Source: an optimization exercise on an open RTL-to-GDS flow (aim: small area and a short achievable clock period). Production flows keep margins and buffers that such runs may drop. Function was checked by simulation only, so behaviour that the tests miss may differ from the original. Power is estimated from default activity; no workload was simulated.

==> design.v <==
`timescale 1ns / 1ps
module vec_multi_core #(
    parameter int LEN = 32,
    parameter int DATA_WIDTH = 8
) (
    input logic clk,
    input logic rst_n,
    input logic i_data_valid,
    input logic i_load_weight,
    input logic [LEN*DATA_WIDTH-1:0] i_data,
    input logic [2*LEN-1:0] i_weight,
    output logic o_data_ready,
    output logic signed [31:0] o_result
);
  logic [LEN-1:0] wp, wn;
  logic wv;
  always_ff @(posedge clk) begin
    if (i_load_weight) begin
      for (int i = 0; i < LEN; i++) begin
        wp[i] <= i_weight[2*i+1] & ~i_weight[2*i];
        wn[i] <= ~i_weight[2*i+1] & ~i_weight[2*i];
      end
    end
  end
  always_ff @(posedge clk or negedge rst_n) begin
    if (!rst_n) wv <= 1'b0;
    else if (i_load_weight) wv <= 1'b1;
  end
  logic [LEN*DATA_WIDTH-1:0] zq;
  always_comb begin
    for (int i = 0; i < LEN; i++) begin
      for (int j = 0; j < DATA_WIDTH; j++) begin
        if (j == DATA_WIDTH - 1) zq[8*i+j] = i_data[8*i+j] ? wp[i] : wn[i];
        else zq[8*i+j] = ~(i_data[8*i+j] ? wp[i] : wn[i]);
      end
    end
  end
  logic [134:0] r1;
  logic [49:0] r2;
  logic [22:0] r3;
  logic s1;
  logic c2;
  logic s3;
  logic c4;
  logic s5;
  logic c6;
  logic s7;
  logic c8;
  logic s9;
  logic c10;
  logic s11;
  logic c12;
  logic s13;
  logic c14;
  logic s15;
  logic c16;
  logic s17;
  logic c18;
  logic s19;
  logic c20;
  logic i21;
  logic s22;
  logic c23;
  logic s24;
  logic c25;
  logic s26;
  logic c27;
  logic s28;
  logic c29;
  logic s30;
  logic c31;
  logic s32;
  logic c33;
  logic s34;
  logic c35;
  logic s36;
  logic c37;
  logic s38;
  logic c39;
  logic s40;
  logic c41;
  logic s42;
  logic c43;
  logic s44;
  logic c45;
  logic s46;
  logic c47;
  logic s48;
  logic c49;
  logic s50;
  logic c51;
  logic s52;
  logic c53;
  logic s54;
  logic c55;
  logic s56;
  logic c57;
  logic s58;
  logic c59;
  logic s60;
  logic c61;
  logic s62;
  logic c63;
  logic s64;
  logic c65;
  logic s66;
  logic c67;
  logic s68;
  logic c69;
  logic s70;
  logic c71;
  logic s72;
  logic c73;
  logic s74;
  logic c75;
  logic i76;
  logic s77;
  logic c78;
  logic s79;
  logic c80;
  logic s81;
  logic c82;
  logic s83;
  logic c84;
  logic s85;
  logic c86;
  logic s87;
  logic c88;
  logic s89;
  logic c90;
  logic s91;
  logic c92;
  logic s93;
  logic c94;
  logic s95;
  logic c96;
  logic s97;
  logic c98;
  logic s99;
  logic c100;
  logic s101;
  logic c102;
  logic s103;
  logic c104;
  logic s105;
  logic c106;
  logic s107;
  logic c108;
  logic s109;
  logic c110;
  logic s111;
  logic c112;
  logic s113;
  logic c114;
  logic s115;
  logic c116;
  logic s117;
  logic c118;
  logic s119;
  logic c120;
  logic s121;
  logic c122;
  logic s123;
  logic c124;
  logic s125;
  logic c126;
  logic s127;
  logic c128;
  logic s129;
  logic c130;
  logic s131;
  logic c132;
  logic s133;
  logic c134;
  logic s135;
  logic c136;
  logic s137;
  logic c138;
  logic s139;
  logic c140;
  logic s141;
  logic c142;
  logic s143;
  logic c144;
  logic s145;
  logic c146;
  logic s147;
  logic c148;
  logic s149;
  logic c150;
  logic s151;
  logic c152;
  logic s153;
  logic c154;
  logic s155;
  logic c156;
  logic s157;
  logic c158;
  logic s159;
  logic c160;
  logic s161;
  logic c162;
  logic s163;
  logic c164;
  logic s165;
  logic c166;
  logic s167;
  logic c168;
  logic s169;
  logic c170;
  logic s171;
  logic c172;
  logic s173;
  logic c174;
  logic s175;
  logic c176;
  logic s177;
  logic c178;
  logic s179;
  logic c180;
  logic s181;
  logic c182;
  logic s183;
  logic c184;
  logic s185;
  logic c186;
  logic s187;
  logic c188;
  logic s189;
  logic c190;
  logic s191;
  logic c192;
  logic s193;
  logic c194;
  logic s195;
  logic c196;
  logic s197;
  logic c198;
  logic s199;
  logic c200;
  logic s201;
  logic c202;
  logic s203;
  logic c204;
  logic s205;
  logic c206;
  logic s207;
  logic c208;
  logic s209;
  logic c210;
  logic s211;
  logic c212;
  logic s213;
  logic c214;
  logic s215;
  logic c216;
  logic s217;
  logic c218;
  logic s219;
  logic c220;
  logic s221;
  logic c222;
  logic s223;
  logic c224;
  logic s225;
  logic c226;
  logic s227;
  logic c228;
  logic s229;
  logic c230;
  logic s231;
  logic c232;
  logic s233;
  logic c234;
  logic s235;
  logic c236;
  logic s237;
  logic c238;
  logic s239;
  logic c240;
  logic s241;
  logic c242;
  logic s243;
  logic c244;
  logic s245;
  logic c246;
  logic s247;
  logic c248;
  logic s249;
  logic c250;
  logic s251;
  logic c252;
  logic s253;
  logic c254;
  logic s255;
  logic c256;
  logic s257;
  logic c258;
  logic s259;
  logic c260;
  logic s261;
  logic c262;
  logic s263;
  logic c264;
  logic s265;
  logic c266;
  logic s267;
  logic c268;
  logic s269;
  logic c270;
  logic s271;
  logic c272;
  logic s273;
  logic c274;
  logic s275;
  logic c276;
  logic s277;
  logic c278;
  logic s279;
  logic c280;
  logic s281;
  logic c282;
  logic s283;
  logic c284;
  logic s285;
  logic c286;
  logic s287;
  logic c288;
  logic s289;
  logic c290;
  logic s291;
  logic c292;
  logic s293;
  logic c294;
  logic s295;
  logic c296;
  logic s297;
  logic c298;
  logic s299;
  logic c300;
  logic s301;
  logic c302;
  logic s303;
  logic c304;
  logic s305;
  logic c306;
  logic s307;
  logic c308;
  logic i309;
  logic s310;
  logic c311;
  logic s312;
  logic c313;
  logic s314;
  logic c315;
  logic i316;
  logic s317;
  logic c318;
  logic i319;
  logic s320;
  logic c321;
  logic s322;
  logic c323;
  logic s324;
  logic c325;
  logic s326;
  logic c327;
  logic s328;
  logic c329;
  logic s330;
  logic c331;
  logic i332;
  logic s333;
  logic c334;
  logic i335;
  logic s336;
  logic c337;
  logic s338;
  logic c339;
  logic s340;
  logic c341;
  logic s342;
  logic c343;
  logic s344;
  logic c345;
  logic s346;
  logic c347;
  logic s348;
  logic c349;
  logic s350;
  logic c351;
  logic s352;
  logic c353;
  logic s354;
  logic c355;
  logic s356;
  logic c357;
  logic s358;
  logic c359;
  logic s360;
  logic c361;
  logic s362;
  logic c363;
  logic s364;
  logic c365;
  logic s366;
  logic c367;
  logic s368;
  logic c369;
  logic s370;
  logic c371;
  logic s372;
  logic c373;
  logic i374;
  logic s375;
  logic c376;
  logic s377;
  logic c378;
  logic s379;
  logic c380;
  logic s381;
  logic c382;
  logic s383;
  logic c384;
  logic s385;
  logic c386;
  logic s387;
  logic c388;
  logic s389;
  logic c390;
  logic s391;
  logic c392;
  logic s393;
  logic c394;
  logic s395;
  logic c396;
  logic s397;
  logic c398;
  logic s399;
  logic c400;
  logic s401;
  logic c402;
  logic s403;
  logic c404;
  logic s405;
  logic c406;
  logic s407;
  logic c408;
  logic s409;
  logic c410;
  logic s411;
  logic c412;
  logic s413;
  logic c414;
  logic s415;
  logic c416;
  logic s417;
  logic c418;
  logic s419;
  logic c420;
  logic s421;
  logic c422;
  logic s423;
  logic c424;
  logic s425;
  logic c426;
  logic s427;
  logic c428;
  logic s429;
  logic c430;
  logic s431;
  logic c432;
  logic s433;
  logic c434;
  logic s435;
  logic c436;
  logic s437;
  logic c438;
  logic s439;
  logic c440;
  logic s441;
  logic c442;
  logic s443;
  logic c444;
  logic s445;
  logic c446;
  logic s447;
  logic c448;
  logic s449;
  logic c450;
  logic s451;
  logic c452;
  logic s453;
  logic c454;
  logic s455;
  logic c456;
  logic s457;
  logic c458;
  logic s459;
  logic c460;
  logic s461;
  logic c462;
  logic s463;
  logic c464;
  logic s465;
  logic c466;
  logic s467;
  logic c468;
  logic s469;
  logic c470;
  logic s471;
  logic c472;
  logic s473;
  logic c474;
  logic s475;
  logic c476;
  logic s477;
  logic c478;
  logic s479;
  logic c480;
  logic s481;
  logic c482;
  logic s483;
  logic c484;
  logic i485;
  logic s486;
  logic c487;
  logic i488;
  logic s489;
  logic c490;
  logic s491;
  logic c492;
  logic i493;
  logic s494;
  logic c495;
  logic s496;
  logic c497;
  logic i498;
  logic s499;
  logic c500;
  logic i501;
  logic s502;
  logic c503;
  logic s504;
  logic c505;
  logic s506;
  logic c507;
  logic s508;
  logic c509;
  logic s510;
  logic c511;
  logic s512;
  logic c513;
  logic s514;
  logic c515;
  logic s516;
  logic c517;
  logic s518;
  logic c519;
  logic s520;
  logic c521;
  logic s522;
  logic c523;
  logic s524;
  logic c525;
  logic s526;
  logic c527;
  logic s528;
  logic c529;
  logic s530;
  logic c531;
  logic s532;
  logic c533;
  logic s534;
  logic c535;
  logic s536;
  logic c537;
  logic s538;
  logic c539;
  logic s540;
  logic c541;
  logic s542;
  logic c543;
  logic i544;
  logic s545;
  logic c546;
  logic s547;
  logic c548;
  logic s549;
  logic c550;
  logic s551;
  logic c552;
  logic s553;
  logic c554;
  logic s555;
  logic c556;
  logic s557;
  logic c558;
  logic s559;
  logic c560;
  logic s561;
  logic c562;
  vmc_fa u_s1 (.a(wn[0]), .b(wn[1]), .c(wn[2]), .s(s1), .co(c2));
  vmc_fa u_s3 (.a(wn[3]), .b(wn[4]), .c(wn[5]), .s(s3), .co(c4));
  vmc_fa u_s5 (.a(wn[6]), .b(wn[7]), .c(wn[8]), .s(s5), .co(c6));
  vmc_fa u_s7 (.a(wn[9]), .b(wn[10]), .c(wn[11]), .s(s7), .co(c8));
  vmc_fa u_s9 (.a(wn[12]), .b(wn[13]), .c(wn[14]), .s(s9), .co(c10));
  vmc_fa u_s11 (.a(wn[15]), .b(wn[16]), .c(wn[17]), .s(s11), .co(c12));
  vmc_fa u_s13 (.a(wn[18]), .b(wn[19]), .c(wn[20]), .s(s13), .co(c14));
  vmc_fa u_s15 (.a(wn[21]), .b(wn[22]), .c(wn[23]), .s(s15), .co(c16));
  vmc_fa u_s17 (.a(wn[24]), .b(wn[25]), .c(wn[26]), .s(s17), .co(c18));
  vmc_fa u_s19 (.a(wn[27]), .b(wn[28]), .c(wn[29]), .s(s19), .co(c20));
  assign i21 = ~zq[0];
  vmc_fa u_s22 (.a(wn[30]), .b(wn[31]), .c(i21), .s(s22), .co(c23));
  vmc_fa u_s24 (.a(zq[8]), .b(zq[16]), .c(zq[24]), .s(s24), .co(c25));
  vmc_fa u_s26 (.a(zq[32]), .b(zq[40]), .c(zq[48]), .s(s26), .co(c27));
  vmc_fa u_s28 (.a(zq[56]), .b(zq[64]), .c(zq[72]), .s(s28), .co(c29));
  vmc_fa u_s30 (.a(zq[80]), .b(zq[88]), .c(zq[96]), .s(s30), .co(c31));
  vmc_fa u_s32 (.a(zq[104]), .b(zq[112]), .c(zq[120]), .s(s32), .co(c33));
  vmc_fa u_s34 (.a(zq[128]), .b(zq[136]), .c(zq[144]), .s(s34), .co(c35));
  vmc_fa u_s36 (.a(zq[152]), .b(zq[160]), .c(zq[168]), .s(s36), .co(c37));
  vmc_fa u_s38 (.a(zq[176]), .b(zq[184]), .c(zq[192]), .s(s38), .co(c39));
  vmc_fa u_s40 (.a(zq[200]), .b(zq[208]), .c(zq[216]), .s(s40), .co(c41));
  vmc_fa u_s42 (.a(zq[224]), .b(zq[232]), .c(zq[240]), .s(s42), .co(c43));
  vmc_fa u_s44 (.a(s1), .b(s3), .c(s5), .s(s44), .co(c45));
  vmc_fa u_s46 (.a(s7), .b(s9), .c(s11), .s(s46), .co(c47));
  vmc_fa u_s48 (.a(s13), .b(s15), .c(s17), .s(s48), .co(c49));
  vmc_fa u_s50 (.a(zq[248]), .b(s24), .c(s26), .s(s50), .co(c51));
  vmc_fa u_s52 (.a(s28), .b(s30), .c(s32), .s(s52), .co(c53));
  vmc_fa u_s54 (.a(s34), .b(s36), .c(s38), .s(s54), .co(c55));
  vmc_fa u_s56 (.a(zq[1]), .b(zq[9]), .c(zq[17]), .s(s56), .co(c57));
  vmc_fa u_s58 (.a(zq[25]), .b(zq[33]), .c(zq[41]), .s(s58), .co(c59));
  vmc_fa u_s60 (.a(zq[49]), .b(zq[57]), .c(zq[65]), .s(s60), .co(c61));
  vmc_fa u_s62 (.a(zq[73]), .b(zq[81]), .c(zq[89]), .s(s62), .co(c63));
  vmc_fa u_s64 (.a(zq[97]), .b(zq[105]), .c(zq[113]), .s(s64), .co(c65));
  vmc_fa u_s66 (.a(zq[121]), .b(zq[129]), .c(zq[137]), .s(s66), .co(c67));
  vmc_fa u_s68 (.a(zq[145]), .b(zq[153]), .c(zq[161]), .s(s68), .co(c69));
  vmc_fa u_s70 (.a(zq[169]), .b(zq[177]), .c(zq[185]), .s(s70), .co(c71));
  vmc_fa u_s72 (.a(zq[193]), .b(zq[201]), .c(zq[209]), .s(s72), .co(c73));
  vmc_fa u_s74 (.a(zq[217]), .b(zq[225]), .c(zq[233]), .s(s74), .co(c75));
  assign i76 = ~c2;
  vmc_fa u_s77 (.a(zq[241]), .b(zq[249]), .c(i76), .s(s77), .co(c78));
  vmc_fa u_s79 (.a(c4), .b(c6), .c(c8), .s(s79), .co(c80));
  vmc_fa u_s81 (.a(c10), .b(c12), .c(c14), .s(s81), .co(c82));
  vmc_fa u_s83 (.a(c16), .b(c18), .c(c20), .s(s83), .co(c84));
  vmc_fa u_s85 (.a(c25), .b(c27), .c(c29), .s(s85), .co(c86));
  vmc_fa u_s87 (.a(c31), .b(c33), .c(c35), .s(s87), .co(c88));
  vmc_fa u_s89 (.a(c37), .b(c39), .c(c41), .s(s89), .co(c90));
  vmc_fa u_s91 (.a(c43), .b(s56), .c(s58), .s(s91), .co(c92));
  vmc_fa u_s93 (.a(s60), .b(s62), .c(s64), .s(s93), .co(c94));
  vmc_fa u_s95 (.a(s66), .b(s68), .c(s70), .s(s95), .co(c96));
  vmc_fa u_s97 (.a(zq[2]), .b(zq[10]), .c(zq[18]), .s(s97), .co(c98));
  vmc_fa u_s99 (.a(zq[26]), .b(zq[34]), .c(zq[42]), .s(s99), .co(c100));
  vmc_fa u_s101 (.a(zq[50]), .b(zq[58]), .c(zq[66]), .s(s101), .co(c102));
  vmc_fa u_s103 (.a(zq[74]), .b(zq[82]), .c(zq[90]), .s(s103), .co(c104));
  vmc_fa u_s105 (.a(zq[98]), .b(zq[106]), .c(zq[114]), .s(s105), .co(c106));
  vmc_fa u_s107 (.a(zq[122]), .b(zq[130]), .c(zq[138]), .s(s107), .co(c108));
  vmc_fa u_s109 (.a(zq[146]), .b(zq[154]), .c(zq[162]), .s(s109), .co(c110));
  vmc_fa u_s111 (.a(zq[170]), .b(zq[178]), .c(zq[186]), .s(s111), .co(c112));
  vmc_fa u_s113 (.a(zq[194]), .b(zq[202]), .c(zq[210]), .s(s113), .co(c114));
  vmc_fa u_s115 (.a(zq[218]), .b(zq[226]), .c(zq[234]), .s(s115), .co(c116));
  vmc_fa u_s117 (.a(zq[242]), .b(zq[250]), .c(c57), .s(s117), .co(c118));
  vmc_fa u_s119 (.a(c59), .b(c61), .c(c63), .s(s119), .co(c120));
  vmc_fa u_s121 (.a(c65), .b(c67), .c(c69), .s(s121), .co(c122));
  vmc_fa u_s123 (.a(c71), .b(c73), .c(c75), .s(s123), .co(c124));
  vmc_fa u_s125 (.a(c80), .b(c82), .c(c84), .s(s125), .co(c126));
  vmc_fa u_s127 (.a(s97), .b(s99), .c(s101), .s(s127), .co(c128));
  vmc_fa u_s129 (.a(s103), .b(s105), .c(s107), .s(s129), .co(c130));
  vmc_fa u_s131 (.a(s109), .b(s111), .c(s113), .s(s131), .co(c132));
  vmc_fa u_s133 (.a(zq[3]), .b(zq[11]), .c(zq[19]), .s(s133), .co(c134));
  vmc_fa u_s135 (.a(zq[27]), .b(zq[35]), .c(zq[43]), .s(s135), .co(c136));
  vmc_fa u_s137 (.a(zq[51]), .b(zq[59]), .c(zq[67]), .s(s137), .co(c138));
  vmc_fa u_s139 (.a(zq[75]), .b(zq[83]), .c(zq[91]), .s(s139), .co(c140));
  vmc_fa u_s141 (.a(zq[99]), .b(zq[107]), .c(zq[115]), .s(s141), .co(c142));
  vmc_fa u_s143 (.a(zq[123]), .b(zq[131]), .c(zq[139]), .s(s143), .co(c144));
  vmc_fa u_s145 (.a(zq[147]), .b(zq[155]), .c(zq[163]), .s(s145), .co(c146));
  vmc_fa u_s147 (.a(zq[171]), .b(zq[179]), .c(zq[187]), .s(s147), .co(c148));
  vmc_fa u_s149 (.a(zq[195]), .b(zq[203]), .c(zq[211]), .s(s149), .co(c150));
  vmc_fa u_s151 (.a(zq[219]), .b(zq[227]), .c(zq[235]), .s(s151), .co(c152));
  vmc_fa u_s153 (.a(zq[243]), .b(zq[251]), .c(c98), .s(s153), .co(c154));
  vmc_fa u_s155 (.a(c100), .b(c102), .c(c104), .s(s155), .co(c156));
  vmc_fa u_s157 (.a(c106), .b(c108), .c(c110), .s(s157), .co(c158));
  vmc_fa u_s159 (.a(c112), .b(c114), .c(c116), .s(s159), .co(c160));
  vmc_fa u_s161 (.a(s133), .b(s135), .c(s137), .s(s161), .co(c162));
  vmc_fa u_s163 (.a(s139), .b(s141), .c(s143), .s(s163), .co(c164));
  vmc_fa u_s165 (.a(s145), .b(s147), .c(s149), .s(s165), .co(c166));
  vmc_fa u_s167 (.a(zq[4]), .b(zq[12]), .c(zq[20]), .s(s167), .co(c168));
  vmc_fa u_s169 (.a(zq[28]), .b(zq[36]), .c(zq[44]), .s(s169), .co(c170));
  vmc_fa u_s171 (.a(zq[52]), .b(zq[60]), .c(zq[68]), .s(s171), .co(c172));
  vmc_fa u_s173 (.a(zq[76]), .b(zq[84]), .c(zq[92]), .s(s173), .co(c174));
  vmc_fa u_s175 (.a(zq[100]), .b(zq[108]), .c(zq[116]), .s(s175), .co(c176));
  vmc_fa u_s177 (.a(zq[124]), .b(zq[132]), .c(zq[140]), .s(s177), .co(c178));
  vmc_fa u_s179 (.a(zq[148]), .b(zq[156]), .c(zq[164]), .s(s179), .co(c180));
  vmc_fa u_s181 (.a(zq[172]), .b(zq[180]), .c(zq[188]), .s(s181), .co(c182));
  vmc_fa u_s183 (.a(zq[196]), .b(zq[204]), .c(zq[212]), .s(s183), .co(c184));
  vmc_fa u_s185 (.a(zq[220]), .b(zq[228]), .c(zq[236]), .s(s185), .co(c186));
  vmc_fa u_s187 (.a(zq[244]), .b(zq[252]), .c(c134), .s(s187), .co(c188));
  vmc_fa u_s189 (.a(c136), .b(c138), .c(c140), .s(s189), .co(c190));
  vmc_fa u_s191 (.a(c142), .b(c144), .c(c146), .s(s191), .co(c192));
  vmc_fa u_s193 (.a(c148), .b(c150), .c(c152), .s(s193), .co(c194));
  vmc_fa u_s195 (.a(s167), .b(s169), .c(s171), .s(s195), .co(c196));
  vmc_fa u_s197 (.a(s173), .b(s175), .c(s177), .s(s197), .co(c198));
  vmc_fa u_s199 (.a(s179), .b(s181), .c(s183), .s(s199), .co(c200));
  vmc_fa u_s201 (.a(zq[5]), .b(zq[13]), .c(zq[21]), .s(s201), .co(c202));
  vmc_fa u_s203 (.a(zq[29]), .b(zq[37]), .c(zq[45]), .s(s203), .co(c204));
  vmc_fa u_s205 (.a(zq[53]), .b(zq[61]), .c(zq[69]), .s(s205), .co(c206));
  vmc_fa u_s207 (.a(zq[77]), .b(zq[85]), .c(zq[93]), .s(s207), .co(c208));
  vmc_fa u_s209 (.a(zq[101]), .b(zq[109]), .c(zq[117]), .s(s209), .co(c210));
  vmc_fa u_s211 (.a(zq[125]), .b(zq[133]), .c(zq[141]), .s(s211), .co(c212));
  vmc_fa u_s213 (.a(zq[149]), .b(zq[157]), .c(zq[165]), .s(s213), .co(c214));
  vmc_fa u_s215 (.a(zq[173]), .b(zq[181]), .c(zq[189]), .s(s215), .co(c216));
  vmc_fa u_s217 (.a(zq[197]), .b(zq[205]), .c(zq[213]), .s(s217), .co(c218));
  vmc_fa u_s219 (.a(zq[221]), .b(zq[229]), .c(zq[237]), .s(s219), .co(c220));
  vmc_fa u_s221 (.a(zq[245]), .b(zq[253]), .c(c168), .s(s221), .co(c222));
  vmc_fa u_s223 (.a(c170), .b(c172), .c(c174), .s(s223), .co(c224));
  vmc_fa u_s225 (.a(c176), .b(c178), .c(c180), .s(s225), .co(c226));
  vmc_fa u_s227 (.a(c182), .b(c184), .c(c186), .s(s227), .co(c228));
  vmc_fa u_s229 (.a(s201), .b(s203), .c(s205), .s(s229), .co(c230));
  vmc_fa u_s231 (.a(s207), .b(s209), .c(s211), .s(s231), .co(c232));
  vmc_fa u_s233 (.a(s213), .b(s215), .c(s217), .s(s233), .co(c234));
  vmc_fa u_s235 (.a(zq[6]), .b(zq[14]), .c(zq[22]), .s(s235), .co(c236));
  vmc_fa u_s237 (.a(zq[30]), .b(zq[38]), .c(zq[46]), .s(s237), .co(c238));
  vmc_fa u_s239 (.a(zq[54]), .b(zq[62]), .c(zq[70]), .s(s239), .co(c240));
  vmc_fa u_s241 (.a(zq[78]), .b(zq[86]), .c(zq[94]), .s(s241), .co(c242));
  vmc_fa u_s243 (.a(zq[102]), .b(zq[110]), .c(zq[118]), .s(s243), .co(c244));
  vmc_fa u_s245 (.a(zq[126]), .b(zq[134]), .c(zq[142]), .s(s245), .co(c246));
  vmc_fa u_s247 (.a(zq[150]), .b(zq[158]), .c(zq[166]), .s(s247), .co(c248));
  vmc_fa u_s249 (.a(zq[174]), .b(zq[182]), .c(zq[190]), .s(s249), .co(c250));
  vmc_fa u_s251 (.a(zq[198]), .b(zq[206]), .c(zq[214]), .s(s251), .co(c252));
  vmc_fa u_s253 (.a(zq[222]), .b(zq[230]), .c(zq[238]), .s(s253), .co(c254));
  vmc_fa u_s255 (.a(zq[246]), .b(zq[254]), .c(c202), .s(s255), .co(c256));
  vmc_fa u_s257 (.a(c204), .b(c206), .c(c208), .s(s257), .co(c258));
  vmc_fa u_s259 (.a(c210), .b(c212), .c(c214), .s(s259), .co(c260));
  vmc_fa u_s261 (.a(c216), .b(c218), .c(c220), .s(s261), .co(c262));
  vmc_fa u_s263 (.a(s235), .b(s237), .c(s239), .s(s263), .co(c264));
  vmc_fa u_s265 (.a(s241), .b(s243), .c(s245), .s(s265), .co(c266));
  vmc_fa u_s267 (.a(s247), .b(s249), .c(s251), .s(s267), .co(c268));
  vmc_fa u_s269 (.a(zq[7]), .b(zq[15]), .c(zq[23]), .s(s269), .co(c270));
  vmc_fa u_s271 (.a(zq[31]), .b(zq[39]), .c(zq[47]), .s(s271), .co(c272));
  vmc_fa u_s273 (.a(zq[55]), .b(zq[63]), .c(zq[71]), .s(s273), .co(c274));
  vmc_fa u_s275 (.a(zq[79]), .b(zq[87]), .c(zq[95]), .s(s275), .co(c276));
  vmc_fa u_s277 (.a(zq[103]), .b(zq[111]), .c(zq[119]), .s(s277), .co(c278));
  vmc_fa u_s279 (.a(zq[127]), .b(zq[135]), .c(zq[143]), .s(s279), .co(c280));
  vmc_fa u_s281 (.a(zq[151]), .b(zq[159]), .c(zq[167]), .s(s281), .co(c282));
  vmc_fa u_s283 (.a(zq[175]), .b(zq[183]), .c(zq[191]), .s(s283), .co(c284));
  vmc_fa u_s285 (.a(zq[199]), .b(zq[207]), .c(zq[215]), .s(s285), .co(c286));
  vmc_fa u_s287 (.a(zq[223]), .b(zq[231]), .c(zq[239]), .s(s287), .co(c288));
  vmc_fa u_s289 (.a(zq[247]), .b(zq[255]), .c(c236), .s(s289), .co(c290));
  vmc_fa u_s291 (.a(c238), .b(c240), .c(c242), .s(s291), .co(c292));
  vmc_fa u_s293 (.a(c244), .b(c246), .c(c248), .s(s293), .co(c294));
  vmc_fa u_s295 (.a(c250), .b(c252), .c(c254), .s(s295), .co(c296));
  vmc_fa u_s297 (.a(s269), .b(s271), .c(s273), .s(s297), .co(c298));
  vmc_fa u_s299 (.a(s275), .b(s277), .c(s279), .s(s299), .co(c300));
  vmc_fa u_s301 (.a(s281), .b(s283), .c(s285), .s(s301), .co(c302));
  vmc_fa u_s303 (.a(c270), .b(c272), .c(c274), .s(s303), .co(c304));
  vmc_fa u_s305 (.a(c276), .b(c278), .c(c280), .s(s305), .co(c306));
  vmc_fa u_s307 (.a(c282), .b(c284), .c(c286), .s(s307), .co(c308));
  assign i309 = ~r1[0];
  vmc_fa u_s310 (.a(i309), .b(r1[1]), .c(r1[2]), .s(s310), .co(c311));
  vmc_fa u_s312 (.a(r1[3]), .b(r1[4]), .c(r1[5]), .s(s312), .co(c313));
  vmc_fa u_s314 (.a(r1[7]), .b(r1[8]), .c(r1[9]), .s(s314), .co(c315));
  assign i316 = ~s314;
  vmc_fa u_s317 (.a(r1[6]), .b(s312), .c(i316), .s(s317), .co(c318));
  assign i319 = ~r1[12];
  vmc_fa u_s320 (.a(r1[10]), .b(r1[11]), .c(i319), .s(s320), .co(c321));
  vmc_fa u_s322 (.a(r1[13]), .b(r1[14]), .c(r1[15]), .s(s322), .co(c323));
  vmc_fa u_s324 (.a(r1[16]), .b(r1[17]), .c(r1[18]), .s(s324), .co(c325));
  vmc_fa u_s326 (.a(r1[19]), .b(r1[20]), .c(r1[21]), .s(s326), .co(c327));
  vmc_fa u_s328 (.a(r1[22]), .b(r1[23]), .c(r1[24]), .s(s328), .co(c329));
  vmc_fa u_s330 (.a(r1[25]), .b(r1[26]), .c(r1[27]), .s(s330), .co(c331));
  assign i332 = ~c313;
  vmc_fa u_s333 (.a(r1[28]), .b(i332), .c(c315), .s(s333), .co(c334));
  assign i335 = ~s326;
  vmc_fa u_s336 (.a(s322), .b(s324), .c(i335), .s(s336), .co(c337));
  vmc_fa u_s338 (.a(s328), .b(s330), .c(c311), .s(s338), .co(c339));
  vmc_fa u_s340 (.a(s320), .b(s333), .c(s338), .s(s340), .co(c341));
  vmc_fa u_s342 (.a(r1[29]), .b(r1[30]), .c(r1[31]), .s(s342), .co(c343));
  vmc_fa u_s344 (.a(r1[32]), .b(r1[33]), .c(r1[34]), .s(s344), .co(c345));
  vmc_fa u_s346 (.a(r1[35]), .b(r1[36]), .c(r1[37]), .s(s346), .co(c347));
  vmc_fa u_s348 (.a(r1[38]), .b(r1[39]), .c(r1[40]), .s(s348), .co(c349));
  vmc_fa u_s350 (.a(r1[42]), .b(r1[43]), .c(r1[44]), .s(s350), .co(c351));
  vmc_fa u_s352 (.a(r1[41]), .b(c323), .c(c325), .s(s352), .co(c353));
  vmc_fa u_s354 (.a(c327), .b(c329), .c(c331), .s(s354), .co(c355));
  vmc_fa u_s356 (.a(s342), .b(s344), .c(s346), .s(s356), .co(c357));
  vmc_fa u_s358 (.a(s348), .b(s350), .c(c321), .s(s358), .co(c359));
  vmc_fa u_s360 (.a(s354), .b(c334), .c(c339), .s(s360), .co(c361));
  vmc_fa u_s362 (.a(r1[45]), .b(r1[46]), .c(r1[47]), .s(s362), .co(c363));
  vmc_fa u_s364 (.a(r1[48]), .b(r1[49]), .c(r1[51]), .s(s364), .co(c365));
  vmc_fa u_s366 (.a(r1[52]), .b(r1[53]), .c(r1[54]), .s(s366), .co(c367));
  vmc_fa u_s368 (.a(r1[55]), .b(r1[56]), .c(r1[57]), .s(s368), .co(c369));
  vmc_fa u_s370 (.a(r1[58]), .b(r1[59]), .c(r1[60]), .s(s370), .co(c371));
  vmc_fa u_s372 (.a(c343), .b(c345), .c(c347), .s(s372), .co(c373));
  assign i374 = ~r1[50];
  vmc_fa u_s375 (.a(i374), .b(c349), .c(c351), .s(s375), .co(c376));
  vmc_fa u_s377 (.a(s362), .b(s364), .c(s366), .s(s377), .co(c378));
  vmc_fa u_s379 (.a(s368), .b(s370), .c(c355), .s(s379), .co(c380));
  vmc_fa u_s381 (.a(c357), .b(s372), .c(s375), .s(s381), .co(c382));
  vmc_fa u_s383 (.a(r1[61]), .b(r1[62]), .c(r1[63]), .s(s383), .co(c384));
  vmc_fa u_s385 (.a(r1[64]), .b(r1[65]), .c(r1[66]), .s(s385), .co(c386));
  vmc_fa u_s387 (.a(r1[67]), .b(r1[68]), .c(r1[69]), .s(s387), .co(c388));
  vmc_fa u_s389 (.a(r1[70]), .b(r1[71]), .c(r1[72]), .s(s389), .co(c390));
  vmc_fa u_s391 (.a(r1[73]), .b(r1[74]), .c(r1[75]), .s(s391), .co(c392));
  vmc_fa u_s393 (.a(c363), .b(c365), .c(c367), .s(s393), .co(c394));
  vmc_fa u_s395 (.a(c369), .b(c371), .c(s383), .s(s395), .co(c396));
  vmc_fa u_s397 (.a(s385), .b(s387), .c(s389), .s(s397), .co(c398));
  vmc_fa u_s399 (.a(s391), .b(c373), .c(c376), .s(s399), .co(c400));
  vmc_fa u_s401 (.a(c378), .b(s393), .c(s395), .s(s401), .co(c402));
  vmc_fa u_s403 (.a(r1[76]), .b(r1[77]), .c(r1[78]), .s(s403), .co(c404));
  vmc_fa u_s405 (.a(r1[79]), .b(r1[80]), .c(r1[81]), .s(s405), .co(c406));
  vmc_fa u_s407 (.a(r1[82]), .b(r1[83]), .c(r1[84]), .s(s407), .co(c408));
  vmc_fa u_s409 (.a(r1[85]), .b(r1[86]), .c(r1[87]), .s(s409), .co(c410));
  vmc_fa u_s411 (.a(r1[88]), .b(r1[89]), .c(r1[90]), .s(s411), .co(c412));
  vmc_fa u_s413 (.a(c384), .b(c386), .c(c388), .s(s413), .co(c414));
  vmc_fa u_s415 (.a(c390), .b(c392), .c(s403), .s(s415), .co(c416));
  vmc_fa u_s417 (.a(s405), .b(s407), .c(s409), .s(s417), .co(c418));
  vmc_fa u_s419 (.a(s411), .b(c394), .c(c396), .s(s419), .co(c420));
  vmc_fa u_s421 (.a(c398), .b(s413), .c(s415), .s(s421), .co(c422));
  vmc_fa u_s423 (.a(r1[91]), .b(r1[92]), .c(r1[93]), .s(s423), .co(c424));
  vmc_fa u_s425 (.a(r1[94]), .b(r1[95]), .c(r1[96]), .s(s425), .co(c426));
  vmc_fa u_s427 (.a(r1[97]), .b(r1[98]), .c(r1[99]), .s(s427), .co(c428));
  vmc_fa u_s429 (.a(r1[100]), .b(r1[101]), .c(r1[102]), .s(s429), .co(c430));
  vmc_fa u_s431 (.a(r1[103]), .b(r1[104]), .c(r1[105]), .s(s431), .co(c432));
  vmc_fa u_s433 (.a(c404), .b(c406), .c(c408), .s(s433), .co(c434));
  vmc_fa u_s435 (.a(c410), .b(c412), .c(s423), .s(s435), .co(c436));
  vmc_fa u_s437 (.a(s425), .b(s427), .c(s429), .s(s437), .co(c438));
  vmc_fa u_s439 (.a(s431), .b(c414), .c(c416), .s(s439), .co(c440));
  vmc_fa u_s441 (.a(c418), .b(s433), .c(s435), .s(s441), .co(c442));
  vmc_fa u_s443 (.a(r1[106]), .b(r1[107]), .c(r1[108]), .s(s443), .co(c444));
  vmc_fa u_s445 (.a(r1[109]), .b(r1[110]), .c(r1[111]), .s(s445), .co(c446));
  vmc_fa u_s447 (.a(r1[112]), .b(r1[113]), .c(r1[114]), .s(s447), .co(c448));
  vmc_fa u_s449 (.a(r1[115]), .b(r1[116]), .c(r1[117]), .s(s449), .co(c450));
  vmc_fa u_s451 (.a(r1[118]), .b(r1[119]), .c(r1[120]), .s(s451), .co(c452));
  vmc_fa u_s453 (.a(c424), .b(c426), .c(c428), .s(s453), .co(c454));
  vmc_fa u_s455 (.a(c430), .b(c432), .c(s443), .s(s455), .co(c456));
  vmc_fa u_s457 (.a(s445), .b(s447), .c(s449), .s(s457), .co(c458));
  vmc_fa u_s459 (.a(s451), .b(c434), .c(c436), .s(s459), .co(c460));
  vmc_fa u_s461 (.a(c438), .b(s453), .c(s455), .s(s461), .co(c462));
  vmc_fa u_s463 (.a(r1[121]), .b(r1[122]), .c(r1[123]), .s(s463), .co(c464));
  vmc_fa u_s465 (.a(r1[124]), .b(r1[125]), .c(r1[126]), .s(s465), .co(c466));
  vmc_fa u_s467 (.a(r1[127]), .b(r1[128]), .c(r1[129]), .s(s467), .co(c468));
  vmc_fa u_s469 (.a(r1[130]), .b(r1[131]), .c(c444), .s(s469), .co(c470));
  vmc_fa u_s471 (.a(c446), .b(c448), .c(c450), .s(s471), .co(c472));
  vmc_fa u_s473 (.a(c452), .b(s463), .c(s465), .s(s473), .co(c474));
  vmc_fa u_s475 (.a(s467), .b(c454), .c(c456), .s(s475), .co(c476));
  vmc_fa u_s477 (.a(c458), .b(s469), .c(s471), .s(s477), .co(c478));
  vmc_fa u_s479 (.a(r1[132]), .b(r1[133]), .c(r1[134]), .s(s479), .co(c480));
  vmc_fa u_s481 (.a(c464), .b(c466), .c(c468), .s(s481), .co(c482));
  vmc_fa u_s483 (.a(s479), .b(c470), .c(c472), .s(s483), .co(c484));
  assign i485 = ~r2[4];
  vmc_fa u_s486 (.a(r2[2]), .b(r2[3]), .c(i485), .s(s486), .co(c487));
  assign i488 = ~r2[6];
  vmc_fa u_s489 (.a(r2[5]), .b(i488), .c(r2[7]), .s(s489), .co(c490));
  vmc_fa u_s491 (.a(r2[8]), .b(r2[9]), .c(r2[10]), .s(s491), .co(c492));
  assign i493 = ~s491;
  vmc_fa u_s494 (.a(i493), .b(c487), .c(s489), .s(s494), .co(c495));
  vmc_fa u_s496 (.a(r2[12]), .b(r2[13]), .c(r2[14]), .s(s496), .co(c497));
  assign i498 = ~r2[11];
  vmc_fa u_s499 (.a(i498), .b(r2[15]), .c(r2[16]), .s(s499), .co(c500));
  assign i501 = ~c490;
  vmc_fa u_s502 (.a(c492), .b(s496), .c(i501), .s(s502), .co(c503));
  vmc_fa u_s504 (.a(r2[17]), .b(r2[18]), .c(r2[19]), .s(s504), .co(c505));
  vmc_fa u_s506 (.a(r2[20]), .b(r2[21]), .c(c497), .s(s506), .co(c507));
  vmc_fa u_s508 (.a(s504), .b(c500), .c(s506), .s(s508), .co(c509));
  vmc_fa u_s510 (.a(r2[22]), .b(r2[23]), .c(r2[24]), .s(s510), .co(c511));
  vmc_fa u_s512 (.a(r2[25]), .b(r2[26]), .c(c505), .s(s512), .co(c513));
  vmc_fa u_s514 (.a(s510), .b(c507), .c(s512), .s(s514), .co(c515));
  vmc_fa u_s516 (.a(r2[27]), .b(r2[28]), .c(r2[29]), .s(s516), .co(c517));
  vmc_fa u_s518 (.a(r2[30]), .b(r2[31]), .c(c511), .s(s518), .co(c519));
  vmc_fa u_s520 (.a(s516), .b(c513), .c(s518), .s(s520), .co(c521));
  vmc_fa u_s522 (.a(r2[32]), .b(r2[33]), .c(r2[34]), .s(s522), .co(c523));
  vmc_fa u_s524 (.a(r2[35]), .b(r2[36]), .c(c517), .s(s524), .co(c525));
  vmc_fa u_s526 (.a(s522), .b(c519), .c(s524), .s(s526), .co(c527));
  vmc_fa u_s528 (.a(r2[37]), .b(r2[38]), .c(r2[39]), .s(s528), .co(c529));
  vmc_fa u_s530 (.a(r2[40]), .b(r2[41]), .c(c523), .s(s530), .co(c531));
  vmc_fa u_s532 (.a(s528), .b(c525), .c(s530), .s(s532), .co(c533));
  vmc_fa u_s534 (.a(r2[42]), .b(r2[43]), .c(r2[44]), .s(s534), .co(c535));
  vmc_fa u_s536 (.a(r2[45]), .b(r2[46]), .c(c529), .s(s536), .co(c537));
  vmc_fa u_s538 (.a(s534), .b(c531), .c(s536), .s(s538), .co(c539));
  vmc_fa u_s540 (.a(r2[47]), .b(r2[48]), .c(r2[49]), .s(s540), .co(c541));
  vmc_fa u_s542 (.a(c535), .b(s540), .c(c537), .s(s542), .co(c543));
  assign i544 = ~r3[4];
  vmc_ha u_s545 (.a(i544), .b(r3[5]), .s(s545), .co(c546));
  assign s547 = ~(r3[7] ^ r3[8]);
  assign c548 = r3[7] | r3[8];
  assign s549 = ~(r3[9] ^ r3[10]);
  assign c550 = r3[9] | r3[10];
  assign s551 = ~(r3[11] ^ r3[12]);
  assign c552 = r3[11] | r3[12];
  assign s553 = ~(r3[13] ^ r3[14]);
  assign c554 = r3[13] | r3[14];
  assign s555 = ~(r3[15] ^ r3[16]);
  assign c556 = r3[15] | r3[16];
  assign s557 = ~(r3[17] ^ r3[18]);
  assign c558 = r3[17] | r3[18];
  assign s559 = ~(r3[19] ^ r3[20]);
  assign c560 = r3[19] | r3[20];
  assign s561 = ~(r3[21] ^ r3[22]);
  assign c562 = r3[21] | r3[22];
  logic [4:1] vld;
  logic [4:1] wvp;
  always_ff @(posedge clk or negedge rst_n) begin
    if (!rst_n) vld <= '0;
    else vld <= {vld[3:1], i_data_valid};
  end
  always_ff @(posedge clk) begin
    wvp <= {wvp[3:1], wv};
  end
  always_ff @(posedge clk) begin
      r1[0] <= s19;
      r1[1] <= s40;
      r1[2] <= s42;
      r1[3] <= s22;
      r1[4] <= s44;
      r1[5] <= s46;
      r1[6] <= s48;
      r1[7] <= s50;
      r1[8] <= s52;
      r1[9] <= s54;
      r1[10] <= s72;
      r1[11] <= s74;
      r1[12] <= c23;
      r1[13] <= c45;
      r1[14] <= c47;
      r1[15] <= c49;
      r1[16] <= s79;
      r1[17] <= s81;
      r1[18] <= s83;
      r1[19] <= s77;
      r1[20] <= c51;
      r1[21] <= c53;
      r1[22] <= c55;
      r1[23] <= s85;
      r1[24] <= s87;
      r1[25] <= s89;
      r1[26] <= s91;
      r1[27] <= s93;
      r1[28] <= s95;
      r1[29] <= s115;
      r1[30] <= c78;
      r1[31] <= c86;
      r1[32] <= c88;
      r1[33] <= c90;
      r1[34] <= c92;
      r1[35] <= c94;
      r1[36] <= c96;
      r1[37] <= s117;
      r1[38] <= s119;
      r1[39] <= s121;
      r1[40] <= s123;
      r1[41] <= s125;
      r1[42] <= s127;
      r1[43] <= s129;
      r1[44] <= s131;
      r1[45] <= s151;
      r1[46] <= c118;
      r1[47] <= c120;
      r1[48] <= c122;
      r1[49] <= c124;
      r1[50] <= c126;
      r1[51] <= c128;
      r1[52] <= c130;
      r1[53] <= c132;
      r1[54] <= s153;
      r1[55] <= s155;
      r1[56] <= s157;
      r1[57] <= s159;
      r1[58] <= s161;
      r1[59] <= s163;
      r1[60] <= s165;
      r1[61] <= s185;
      r1[62] <= c154;
      r1[63] <= c156;
      r1[64] <= c158;
      r1[65] <= c160;
      r1[66] <= c162;
      r1[67] <= c164;
      r1[68] <= c166;
      r1[69] <= s187;
      r1[70] <= s189;
      r1[71] <= s191;
      r1[72] <= s193;
      r1[73] <= s195;
      r1[74] <= s197;
      r1[75] <= s199;
      r1[76] <= s219;
      r1[77] <= c188;
      r1[78] <= c190;
      r1[79] <= c192;
      r1[80] <= c194;
      r1[81] <= c196;
      r1[82] <= c198;
      r1[83] <= c200;
      r1[84] <= s221;
      r1[85] <= s223;
      r1[86] <= s225;
      r1[87] <= s227;
      r1[88] <= s229;
      r1[89] <= s231;
      r1[90] <= s233;
      r1[91] <= s253;
      r1[92] <= c222;
      r1[93] <= c224;
      r1[94] <= c226;
      r1[95] <= c228;
      r1[96] <= c230;
      r1[97] <= c232;
      r1[98] <= c234;
      r1[99] <= s255;
      r1[100] <= s257;
      r1[101] <= s259;
      r1[102] <= s261;
      r1[103] <= s263;
      r1[104] <= s265;
      r1[105] <= s267;
      r1[106] <= s287;
      r1[107] <= c256;
      r1[108] <= c258;
      r1[109] <= c260;
      r1[110] <= c262;
      r1[111] <= c264;
      r1[112] <= c266;
      r1[113] <= c268;
      r1[114] <= s289;
      r1[115] <= s291;
      r1[116] <= s293;
      r1[117] <= s295;
      r1[118] <= s297;
      r1[119] <= s299;
      r1[120] <= s301;
      r1[121] <= c288;
      r1[122] <= c290;
      r1[123] <= c292;
      r1[124] <= c294;
      r1[125] <= c296;
      r1[126] <= c298;
      r1[127] <= c300;
      r1[128] <= c302;
      r1[129] <= s303;
      r1[130] <= s305;
      r1[131] <= s307;
      r1[132] <= c304;
      r1[133] <= c306;
      r1[134] <= c308;
  end
  always_ff @(posedge clk) begin
      r2[0] <= s310;
      r2[1] <= s317;
      r2[2] <= c318;
      r2[3] <= s336;
      r2[4] <= s340;
      r2[5] <= s352;
      r2[6] <= s356;
      r2[7] <= c337;
      r2[8] <= s358;
      r2[9] <= c341;
      r2[10] <= s360;
      r2[11] <= c353;
      r2[12] <= c359;
      r2[13] <= s377;
      r2[14] <= s379;
      r2[15] <= c361;
      r2[16] <= s381;
      r2[17] <= s397;
      r2[18] <= c380;
      r2[19] <= c382;
      r2[20] <= s399;
      r2[21] <= s401;
      r2[22] <= s417;
      r2[23] <= c400;
      r2[24] <= s419;
      r2[25] <= c402;
      r2[26] <= s421;
      r2[27] <= s437;
      r2[28] <= c420;
      r2[29] <= s439;
      r2[30] <= c422;
      r2[31] <= s441;
      r2[32] <= s457;
      r2[33] <= c440;
      r2[34] <= s459;
      r2[35] <= c442;
      r2[36] <= s461;
      r2[37] <= s473;
      r2[38] <= c460;
      r2[39] <= s475;
      r2[40] <= s477;
      r2[41] <= c462;
      r2[42] <= c474;
      r2[43] <= s481;
      r2[44] <= c476;
      r2[45] <= c478;
      r2[46] <= s483;
      r2[47] <= c480;
      r2[48] <= c482;
      r2[49] <= c484;
  end
  always_ff @(posedge clk) begin
      r3[0] <= r2[0];
      r3[1] <= r2[1];
      r3[2] <= s486;
      r3[3] <= s494;
      r3[4] <= s499;
      r3[5] <= c495;
      r3[6] <= s502;
      r3[7] <= c503;
      r3[8] <= s508;
      r3[9] <= c509;
      r3[10] <= s514;
      r3[11] <= c515;
      r3[12] <= s520;
      r3[13] <= c521;
      r3[14] <= s526;
      r3[15] <= c527;
      r3[16] <= s532;
      r3[17] <= c533;
      r3[18] <= s538;
      r3[19] <= c539;
      r3[20] <= s542;
      r3[21] <= c541;
      r3[22] <= c543;
  end
  logic [13:0] fa, fb, res;
  assign fa = {1'b1, 1'b1, ~s561, ~s559, ~s557, ~s555, ~s553, ~s551, ~s549, ~s547, ~r3[6], r3[3], r3[2], ~r3[0]};
  assign fb = {1'b0, ~c562, ~c560, ~c558, ~c556, ~c554, ~c552, ~c550, ~c548, c546, s545, 1'b0, 1'b0, r3[1]};
  always_ff @(posedge clk) res <= wvp[3] ? fa + fb : '0;
  assign o_result = {{18{res[13]}}, res};
  assign o_data_ready = vld[4];
endmodule
module vmc_fa (
    input  logic a,
    input  logic b,
    input  logic c,
    output logic s,
    output logic co
);
  assign s  = a ^ b ^ c;
  assign co = (a & b) | (a & c) | (b & c);
endmodule
module vmc_ha (
    input  logic a,
    input  logic b,
    output logic s,
    output logic co
);
  assign s  = a ^ b;
  assign co = a & b;
endmodule
==> flow/run.sh <==
#!/bin/bash
# Standard layout, except that the port buffers are buf_1 cells instead of the delay cells
# buffer_ports picks by default.
export BUFFER_PORTS_ARGS="-buffer_cell sky130_fd_sc_hd__buf_1"
bash standard.sh > standard.log 2>&1
==> standard.sh <==
#!/bin/bash
# synth_recipe.tcl (not shown) runs the flow's synth.tcl, then flattens the netlist and writes it again
# the make line also repeats each setting of config.mk as NAME=value (left out here)
make -C /OpenROAD-flow-scripts/flow DESIGN_CONFIG=/design/flow/config.mk WORK_HOME=/design/flow/orfs CLKGATE_MAP_FILE= SYNTH_SCRIPT=/design/flow/synth_recipe.tcl "${@:-finish}"
==> config.mk <==
export PLATFORM = sky130hd
export DESIGN_NAME = vec_multi_core
export DESIGN_NICKNAME = vec_multi_core
export VERILOG_FILES = /design/flow/design.v
export SDC_FILE = /design/flow/constraint.sdc
export NUM_CORES = 4
export LEC_CHECK = 0
export CAP_MARGIN = 20
export CORE_MARGIN = 2
export CORE_UTILIZATION = 40
export SETUP_SLACK_MARGIN = 1.1
export SLEW_MARGIN = 20
export SYNTH_HIERARCHICAL = 1
==> constraint.sdc <==
create_clock -name core_clock -period 3.0 [get_ports {clk}]
set_input_delay 0.6000 -clock core_clock [delete_from_list [all_inputs] [get_ports {clk}]]
set_output_delay 0.6000 -clock core_clock [all_outputs]
set_load 0.01 [all_outputs]
==> flow_summary_export.csv, run 1 <==
group,metric,value,unit
yosys,yosysWarnings,7,
critical_path,crit_end,"r1[118]",
die,die_y,203,microns
yosys,synthAdderAreaFrac,35.2,%
sta,relSlewSlack,56.7,%
critical_path,crit_chain,"mux2_4 > fa_2 > fa_2",
critical_path,path_class,"reg2reg",
critical_path,crit_fanout,8,
cells_and_area,drive_gt1_share,28.6,%
die,dieArea,41300,sq um
job,drv_cap,0,
drt,routedWlPerCell,22.0,microns
critical_path,critical_path.top_delay_family,"adder cells",
pwr,p_leak,8.12,nW
global_routing,antenna_found_initial,2,
critical_path,cp_common_cell,"fa_2",
placed_design,portBuffers,356,
critical_path,r2r_cells,3,
sta,grt_setup_unrepaired,"true",
cells_and_area,fillers,3246,
sta,tightestPinTransition,0.650,ns
yosys,synthCells,1050,
global_routing,gr-total-overflow,0,
yosys,ys_seq_elements,294,
yosys,yosys.area.top_type_share,33.6,%
die,start_util,40.8,%
pwr,power_density,1020,nW/um^2
critical_path,timing.rr.start,"wp[1]",
yosys,avgSynthCellArea,15.1,sq um
sta,period_needed,2.03,ns
critical_path,cp.arrival,2.45,ns
yosys,syn_nets,1661,
critical_path,cpPeakStageDelay,0.58,ns
sta,tns,0,ns
critical_path,crit_buf_inv,0,
critical_path,cp-start-kind,"register",
pwr,pwr-share-seq,32.9,%
yosys,synthArstFlopShare,1.70,%
critical_path,crit_path_start,"wp[1]",
die,io_pins,357,
pwr,peakVddDrop,0.473,mV
placed_design,dpl.hpwl,36200,microns
cts,clock-root-buffer,"clkbuf_16",
drt,via_per_inst,4.74,
yosys,synth-xor-area-share,0.386,%
sta,slew_violations,0,
yosys,ys.flop_type,"dfxtp_1",
global_routing,grt_pass1_vias,11000,
critical_path,slowest_stage,"fa_2",
yosys,synth-edff-count,64,
yosys,syn-cell-area,15900,sq um
sta,setup_viol,0,
pwr,power_frac_comb,47.1,%
drt,drt_iter0_markers,315,
global_routing,grt_pass1_wl,65700,microns
sta,post-route-period-util,67.6,%
yosys,synth-simple-area-share,3.19,%
placed_design,place_inst,1878,
yosys,synth_cell_types,38,
cts,insertion_delay,0.54,ns
yosys,synth.area.mux_share,16.5,%
yosys,synth_top_family_by_area,"adder cells",
sta,fmax,493,MHz
drt,dr.pass1.iters,4,
cells_and_area,syn2layout_area_growth,32.1,%
yosys,yosysTopAreaCell,"fa_1",
hold_path,hold_path_class,"in2reg",
sta,hold_viol,0,
placed_design,routabilityCongestion,0.855,
yosys,ys_seq_area_share,41.3,%
die,die-width,203,microns
drt,vias,9758,
cells_and_area,layout_common_cells,"buf_1, dfxtp_1, fa_1",
drt,drc_errors,0,
die,num_rows,72,
critical_path,r2r_end,"r1[118]",
cells_and_area,final_common_cell,"buf_1",
cts,htree_levels,2,
cts,cts_num_sinks,294,
cts,cts_buffers,35,
critical_path,r2r_slack,0.97,ns
pwr,pwr-share-clk,20.1,%
cts,cts_buffer_depth,3,
drt,totalWireLength,45400,microns
pwr,p_int,13.4,mW
yosys,synth_area_leaders,"fa_1, dfxtp_1, mux2i_1",
critical_path,cp-end-kind,"register",
drt,antenna_left,0,
critical_path,crit_cells,3,
global_routing,grt_max_degree,28,
cts,cts_tree,"yes",
pwr,p_switching,7.88,mW
die,core-area,38900,sq um
global_routing,grt.total_usage,22.1,%
yosys,synth-compound-area-share,1.01,%
sta,fin_worst_skew,0.0183,ns
cells_and_area,stdcell_count,2059,
cts,path_clk_slew,0.06,ns
pwr,p_sw_share,37.0,%
outcome,outcome,"finished clean",
critical_path,worstPathRequired,3.42,ns
cells_and_area,final_nets,2124,
[modules after synthesis, one instance, submodules excluded]
module / area, sq um / flip-flops and latches
vec_multi_core: 10600 / 294
vmc_ha: 12.5 / 0
vmc_fa: 20.0 / 0
[metrics by stage]
stage | power, mW | hold slack [ns] | setup slack, ns | cell area (sq um) | utilization, %
2_1_floorplan | 12.4 | 0.304 | 1.02 | 16000 | -
3_3_place_gp | 15.5 | 0.313 | 0.771 | 17800 | 45.7
3_5_place_dp | 15.7 | 0.318 | 0.766 | 17800 | 45.7
4_1_cts | 21.0 | 0.144 | 0.994 | 20000 | 51.3
5_1_grt | 23.2 | 0.148 | 0.948 | 21000 | 53.9
6_report | 21.3 | 0.172 | 0.972 | 21000 | 53.9
[cell usage after synthesis, drive strengths merged, types with 6 or more instances]
library cell  number
mux2i            225
edfxtp            64
buf               18
nor2              42
nor2b             33
clkbuf            31
dfxtp            225
inv               33
mux2              33
fa               266
ha                21
nor3               6
[worst reg2reg max path, delay by kind of cell (launching register included)]
kind / cells / cell delay, ns
multiplexers: 1 / 0.35
flip-flops: 1 / 0.56
adder cells (fa/ha/maj): 2 / 1.01
[power by group through the flow]
stage,registers [mW],logic [mW],clock network [mW]
3_3_place_gp,7.15,8.32,0
4_1_cts,7.04,9.63,4.35
3_5_place_dp,7.15,8.57,0
2_1_floorplan,6.55,5.90,0
5_1_grt,7.14,11.5,4.52
6_report,7.00,10.0,4.27
[area by class of cell]
cell class	count	area, sq um	share of cell area, %
sequential	294	6600	31.5
timing repair buffer	475	2330	11.1
tap	518	648	3.09
antenna	2	5.00	0.0239
clock buffer	45	986	4.70
multi-input combinational	673	10100	48.1
clock inverter	18	173	0.824
inverter	34	128	0.609
[worst min-delay path by stage]
stage / cells after the start / end / from
floorplan: 0 / vld[1] / rst_n
global placement: 0 / r3[0] / r2[0]
detailed placement: 0 / wvp[2] / wvp[1]
CTS: 1 / vld[1] / i_data_valid
global route: 1 / vld[1] / i_data_valid
finish: 1 / vld[1] / i_data_valid
[flip-flops by register name, indices dropped and copies added (netlist names)]
register and flops:
vld 4, wv 1, r3 23, r1 135
wvp 3, wp 32, wn 32, r2 50
res 14
[per-layer routing]
metal	share of wire, %	vias to the layer above	global-route usage [%]
li1	-	4438	-
met1	40	4945	26.9
met2	52	297	39.3
met3	4.6	78	4.36
met4	3.0	0	7.06
met5	0	-	0
[kinds of logic (layout without fill, tap and decap cells)]
group	Yosys count	after routing
multiplexers	258	258
AO/OA/AOI/OAI	22	22
flip-flops	294	294
AND/OR/NAND/NOR	99	99
buffers and inverters	83	572
other	0	2
XOR/XNOR	7	7
adder cells (fa/ha/maj)	287	287
[repair_timing]
action	4_1_cts	5_1_grt
buffers inserted	82	33
pin swaps	50	78
hold endpoints to repair	5	0
cloned	0	0
endpoints found under the setup margin	93	90
resized for setup	102	186
hold buffers	1	0
==> run 2, diff against run 1 <==
--- a/config.mk
+++ b/config.mk
@@ -10,3 +10,3 @@
 export CORE_UTILIZATION = 40
-export SETUP_SLACK_MARGIN = 1.1
+export CTS_BUF_LIST = sky130_fd_sc_hd__clkbuf_4
 export SLEW_MARGIN = 20
==> flow_summary_export.csv, run 2 <==
group,metric,value,unit
pwr,pwr-share-seq,37.1,%
die,num_rows,72,
yosys,synthCells,1050,
die,core-area,38900,sq um
pwr,p_leak,7.64,nW
critical_path,crit_buf_inv,1,
cts,cts.repair.resized,0,
die,dieArea,41300,sq um
cells_and_area,max_flop_register,"r1",
placed_design,routabilityCongestion,0.873,
critical_path,cp-end-kind,"register",
cts,clock-root-buffer,"clkbuf_4",
critical_path,path_class,"reg2reg",
drt,antenna_left,0,
yosys,ys_seq_area_share,41.3,%
cells_and_area,largest_reg_flops,135,
cells_and_area,final_common_cell,"buf_1",
placed_design,portBuffers,356,
cells_and_area,syn2layout_area_growth,17.6,%
hold_path,hold_path_class,"in2reg",
sta,layout_setup_ws,0.791,ns
yosys,ys.flop_type,"dfxtp_1",
critical_path,crit_chain,"inv_1 > ha_1 > ha_1 > nand3_1 > a2111oi_2 > a221oi_1 > xor2_1 > nor2_1",
sta,fin_worst_skew,0.0411,ns
sta,fin_hold_ws,0.132,ns
cts,insertion_delay,0.74,ns
pwr,power_frac_comb,44.1,%
critical_path,crit_fanout,4,
yosys,ys_seq_elements,294,
cts,cts_buffer_depth,3,
yosys,yosys.area.top_type_share,33.6,%
yosys,synth_area_leaders,"fa_1, dfxtp_1, mux2i_1",
job,drv_cap,0,
cells_and_area,top_regs,"r1 (135), r2 (50)",
cells_and_area,layout_common_cells,"buf_1, fa_1, mux2i_1, dfxtp_1, clkbuf_4",
pwr,p_sw_share,38.5,%
cells_and_area,design_area,18700,sq um
global_routing,grt.total_usage,21.5,%
drt,routedWlPerCell,21.1,microns
outcome,outcome,"finished clean",
placed_design,dp_slack,0.753,ns
cts,cts_buffers,80,
sta,period_needed,2.21,ns
placed_design,place_inst,1878,
critical_path,cp_common_cell,"ha_1",
cells_and_area,drive_gt1_share,10.9,%
yosys,syn_nets,1661,
yosys,yosysMostFrequentCell,"fa_1",
placed_design,dpl.hpwl,36000,microns
critical_path,cpPeakStageDelay,0.50,ns
drt,vias,9425,
yosys,yosysTopAreaCell,"fa_1",
yosys,synth_cell_types,38,
pwr,power_density,1010,nW/um^2
cts,cts_tree,"yes",
hold_path,whs_path_depth,2,
sta,post-route-period-util,73.6,%
global_routing,antenna_found_initial,3,
cts,htree_levels,3,
pwr,p_int,11.6,mW
sta,fmax,453,MHz
die,start_util,40.8,%
yosys,netlist_top_cells_count,"fa_1, dfxtp_1, mux2i_1, edfxtp_1, nor2_1",
yosys,synthArstFlopShare,1.70,%
yosys,avgSynthCellArea,15.1,sq um
drt,dr.pass1.iters,4,
cts,cts_num_sinks,294,
sta,hold_viol,0,
sta,tightestPinTransition,0.634,ns
sta,setup_viol,0,
critical_path,slowest_stage,"a2111oi_2",
sta,grt_setup_unrepaired,"false",
drt,via_per_inst,4.66,
critical_path,cp.arrival,2.80,ns
global_routing,gr-total-overflow,0,
critical_path,crit_cells,8,
global_routing,grt_max_degree,28,
pwr,p_switching,7.25,mW
die,die_y,203,microns
critical_path,cp-start-kind,"register",
critical_path,worstPathRequired,3.59,ns
die,io_pins,357,
sta,relSlewSlack,57.7,%
drt,drt_iter0_markers,296,
cells_and_area,final_nets,2055,
pwr,peakVddDrop,0.424,mV
critical_path,critical_path.top_delay_family,"compound AO/OA/AOI/OAI gates",
yosys,yosysWarnings,7,
placed_design,dpl_cell_area,17600,sq um
critical_path,r2r_cells,8,
pwr,pwr-share-clk,18.8,%
sta,slew_violations,0,
cts,path_clk_slew,0.07,ns
die,die-width,203,microns
drt,totalWireLength,42700,microns
cells_and_area,stdcell_count,2024,
drt,drc_errors,0,
global_routing,grt_pass1_wl,64100,microns
yosys,synth-edff-count,64,
sta,tns,0,ns
yosys,syn-cell-area,15900,sq um
global_routing,grt_pass1_vias,11100,
## run 2: what timing repair did
item | in CTS | in global routing
buffers inserted | 0 | 0
hold buffers | 2 | 0
hold endpoints to repair | 6 | 0
## run 2: logic make-up (layout without fill, tap and decap cells)
logic type | count (synthesis) | in the layout | synth area share (%)
flops | 294 | 294 | 41.3
fa+ha+maj | 287 | 287 | 35.2
mux | 258 | 258 | 16.5
simple gates | 99 | 99 | 3.19
buf+inv | 83 | 536 | 2.39
compound gates | 22 | 22 | 1.01
xor+xnor | 7 | 7 | 0.386
other cells | 0 | 3 | 0
## run 2: routing by layer
layer	part of all wire (%)	GRT usage, %
met2	52	38.0
met1	40	25.5
met4	3.5	8.47
met5	0	0
met3	5.2	4.84
## run 2: final cells by class
cell class | instances | area, sq um
inverter | 34 | 128
timing repair buffer | 361 | 1380
antenna | 3 | 7.51
fill | 3514 | 20300
tap | 518 | 648
sequential | 294 | 6550
multi-input combinational | 673 | 8940
clock inverter | 32 | 185
clock buffer | 109 | 818
## run 2: path summary, 6_finish.rpt
check / startpoint / endpoint / slack, ns
max: r3[4] / res[10] / 0.79
min in group asynchronous: rst_n / wv / 0.27
min reg2reg: wvp[0] / wvp[1] / 0.33
max reg2reg: r3[4] / res[10] / 0.79
max in group asynchronous: rst_n / vld[2] / 2.52
min: i_weight[24] / wn[12] / 0.13
## run 2: stage by stage
step	power (mW)	utilization [%]
after floorplan	12.2	-
after global placement	15.3	45.3
after detailed placement	15.5	45.3
after CTS	19.2	47.9
after global routing	20.7	47.9
final	18.8	47.9
## run 2: power groups by stage
stage	combinational, mW	sequential, mW	clock, mW
floorplan	5.68	6.55	0
global placement	8.21	7.11	0
detailed placement	8.41	7.13	0
CTS	8.46	7.04	3.67
global route	9.73	7.14	3.88
finish	8.30	6.98	3.54
## run 2: worst register-to-register path: stages, from the launching register on
cell and delay [ns]:
dfxtp_1 0.31, inv_1 0.03, ha_1 0.29, ha_1 0.36, nand3_1 0.15, a2111oi_2 0.50, a221oi_1 0.18, xor2_1 0.19
nor2_1 0.06
## run 2: per-module statistics from Yosys (local to each module, per instance)
| module | cell area (sq um) | copies in the design |
|---|---|---|
| vec_multi_core | 10600 | 1 |
| vmc_ha | 12.5 | 1 |
| vmc_fa | 20.0 | 265 |
==> run 3, diff against run 2 <==
--- a/config.mk
+++ b/config.mk
@@ -10,3 +10,3 @@
 export CORE_UTILIZATION = 40
-export CTS_BUF_LIST = sky130_fd_sc_hd__clkbuf_4
+export CTS_BUF_LIST = sky130_fd_sc_hd__clkbuf_8
 export SLEW_MARGIN = 20
==> flow_summary_export.csv, run 3 <==
group,metric,value,unit
cells_and_area,fillers,3458,
drt,via_per_inst,4.67,
global_routing,gr-total-overflow,0,
yosys,netlist_top_cells_count,"fa_1, dfxtp_1, mux2i_1, edfxtp_1, nor2_1",
outcome,outcome,"finished clean",
sta,tns,0,ns
sta,fin_worst_skew,0.0182,ns
critical_path,r2r_slack,0.83,ns
die,io_pins,357,
critical_path,cp-end-kind,"register",
sta,relSlewSlack,58.5,%
yosys,synth_cell_types,38,
pwr,p_leak,7.69,nW
yosys,syn_nets,1661,
drt,wl_met1,17100,microns
die,die_y,203,microns
placed_design,routabilityCongestion,0.873,
critical_path,cp.arrival,2.65,ns
cells_and_area,multi_input_area,8940,sq um
drt,top_layer,"met4",
cells_and_area,final_common_cell,"buf_1",
global_routing,grt.total_usage,21.3,%
cts,clock-root-buffer,"clkbuf_8",
placed_design,portBuffers,356,
sta,setup_viol,0,
pwr,p_int,12.2,mW
sta,fmax,461,MHz
cells_and_area,drive_gt1_share,8.47,%
cts,cts_num_sinks,294,
sta,period_needed,2.17,ns
drt,drc_errors,0,
pwr,pwr-share-seq,36.0,%
cts,insertion_delay,0.61,ns
cts,cts_tree,"yes",
critical_path,crit_fanout,9,
sta,grt_setup_unrepaired,"false",
hold_path,hold_path_class,"in2reg",
drt,antenna_left,0,
critical_path,path_class,"reg2reg",
yosys,yosys.area.top_type_share,33.6,%
drt,wl_met2,22200,microns
cells_and_area,layout_common_cells,"buf_1, fa_1, mux2i_1, dfxtp_1, clkbuf_8",
drt,met3_length,2120,microns
yosys,ys_seq_elements,294,
cells_and_area,seq_area,6550,sq um
die,start_util,40.8,%
yosys,syn-cell-area,15900,sq um
pwr,power_density,1030,nW/um^2
yosys,synth-edff-count,64,
cells_and_area,max_flop_register,"r1",
yosys,synthArstFlopShare,1.70,%
drt,totalWireLength,42500,microns
job,drv_cap,0,
global_routing,grt_max_degree,28,
drt,drt_iter0_markers,351,
critical_path,r2r_cells,3,
yosys,yosysWarnings,7,
cells_and_area,final_nets,2025,
sta,post-route-period-util,72.3,%
placed_design,place_inst,1878,
die,num_rows,72,
cells_and_area,largest_reg_flops,135,
critical_path,worstPathRequired,3.48,ns
placed_design,dpl.hpwl,36000,microns
cts,htree_levels,2,
global_routing,grt_pass1_wl,63500,microns
pwr,peakVddDrop,0.477,mV
pwr,p_switching,7.23,mW
pwr,p_total,19.4,mW
drt,dr.pass1.iters,4,
critical_path,cp-start-kind,"register",
pwr,pwr-share-clk,21.4,%
yosys,avgSynthCellArea,15.1,sq um
die,core-area,38900,sq um
cells_and_area,syn2layout_area_growth,18.6,%
yosys,synth_area_leaders,"fa_1, dfxtp_1, mux2i_1",
die,die-width,203,microns
cts,cts.repair.resized,0,
sta,fin_hold_ws,0.100,ns
sta,tightestPinTransition,0.623,ns
drt,routedWlPerCell,21.5,microns
cells_and_area,diodes,0,
sta,slew_violations,0,
cells_and_area,top_regs,"r1 (135), r2 (50)",
yosys,ys_seq_area_share,41.3,%
die,dieArea,41300,sq um
hold_path,whs_path_depth,1,
global_routing,grt_pass1_vias,10800,
cells_and_area,stdcell_count,1971,
pwr,p_sw_share,37.2,%
cts,cts_buffer_depth,3,
cts,path_clk_slew,0.06,ns
global_routing,antenna_found_initial,1,
sta,hold_viol,0,
pwr,power_frac_comb,42.6,%
yosys,yosysTopAreaCell,"fa_1",
yosys,yosysMostFrequentCell,"fa_1",
cts,cts_buffers,51,
yosys,ys.flop_type,"dfxtp_1",
drt,vias,9212,
yosys,synthCells,1050,
-- run 3: cell count changes in the layout (fill, tap and decap cells not counted), moves of 3 or more --
cell	before	now
clkbuf_4	109	0
clkinv_1	20	1
bufinv_16	2	6
clkbuf_8	0	66
inv_1	33	44
clkinv_2	10	7
diode_2	3	0
-- run 3: modules after synthesis (local to each module, per instance) --
module	cell area [sq um]	copies in the design	flip-flops and latches	cells inside
vmc_fa	20.0	265	0	1
vmc_ha	12.5	1	0	1
vec_multi_core	10600	1	294	784
-- run 3: critical path, stage by stage, from the launching register on --
cell and delay (ns):
edfxtp_1 0.55, fa_1 0.53, fa_1 0.50, fa_1 0.48
-- run 3: per-layer routing --
metal  up-vias  GRT usage (%)
met5         -              0
met4         0           6.88
met3        60           4.03
met2       288           38.2
met1      4636           25.9
li1       4228              -
-- run 3: power by group through the flow --
| stage | sequential, mW | combinational, mW | clock [mW] |
|---|---|---|---|
| after global routing | 7.15 | 9.70 | 4.45 |
| after CTS | 7.04 | 8.44 | 4.27 |
| after floorplan | 6.55 | 5.68 | 0 |
| after global placement | 7.11 | 8.21 | 0 |
| final | 7.00 | 8.28 | 4.15 |
| after detailed placement | 7.13 | 8.41 | 0 |
-- run 3: worst paths after layout --
check,to,startpoint
setup reg to reg,r1[41],wn[3]
hold reg to reg,wvp[1],wvp[0]
hold / removal,vld[1],i_data_valid
max in group asynchronous,vld[2],rst_n
setup / recovery,r1[41],wn[3]
min in group asynchronous,vld[4],rst_n
-- run 3: what timing repair did --
action / in CTS / in global routing
hold buffers: 1 / 0
hold endpoints to repair: 5 / 0
buffers inserted: 0 / 0
-- run 3: final cells by class --
type	count	share of cell area, %
Clock inverter	26	1.45
Multi-Input combinational cell	673	47.5
Inverter	34	0.678
Timing Repair Buffer	360	7.28
Tap cell	518	3.44
Sequential cell	294	34.8
Clock buffer	66	4.83
-- run 3: kinds of logic after synthesis --
logic type	Yosys count	share of synthesized area, %
XOR/XNOR	7	0.386
multiplexers	258	16.5
flip-flops	294	41.3
AO/OA/AOI/OAI	22	1.01
buffers and inverters	83	2.39
adder cells (fa/ha/maj)	287	35.2
AND/OR/NAND/NOR	99	3.19
-- run 3: per-stage QoR --
stage	setup slack (ns)	utilization [%]	cell area (sq um)
6_report	0.832	48.4	18800
5_1_grt	0.674	48.4	18800
4_1_cts	0.831	48.4	18800
3_5_place_dp	0.753	45.3	17600
3_3_place_gp	0.780	45.3	17600
2_1_floorplan	0.982	-	15900

[static timing again, ports no longer ideal]
The results above use ideal ports. As a check the final layouts listed here were re-extracted and re-timed, cells and wires unchanged.
Step 1 assumes that a clkbuf_16 drives the clock port and a buf_2 every other input.
Step 2, shift: input delay + t, output delay - t, t = (earliest + latest rising clock arrival at the registers) / 2. This alone moves slack from input paths to output paths.
Three values: no drivers, after step 1, after step 2; two values: the first two.
| run | t, ns | slack for setup (ns) |
|---|---|---|
| run 1 | 0.587 | 0.972 / 0.972 / 0.732 |
| run 2 | 0.772 | 0.791 / 0.791 / 0.762 |
| run 3 | 0.651 | 0.832 / 0.832 / 0.770 |
After both steps setup and hold are still met in every run listed.
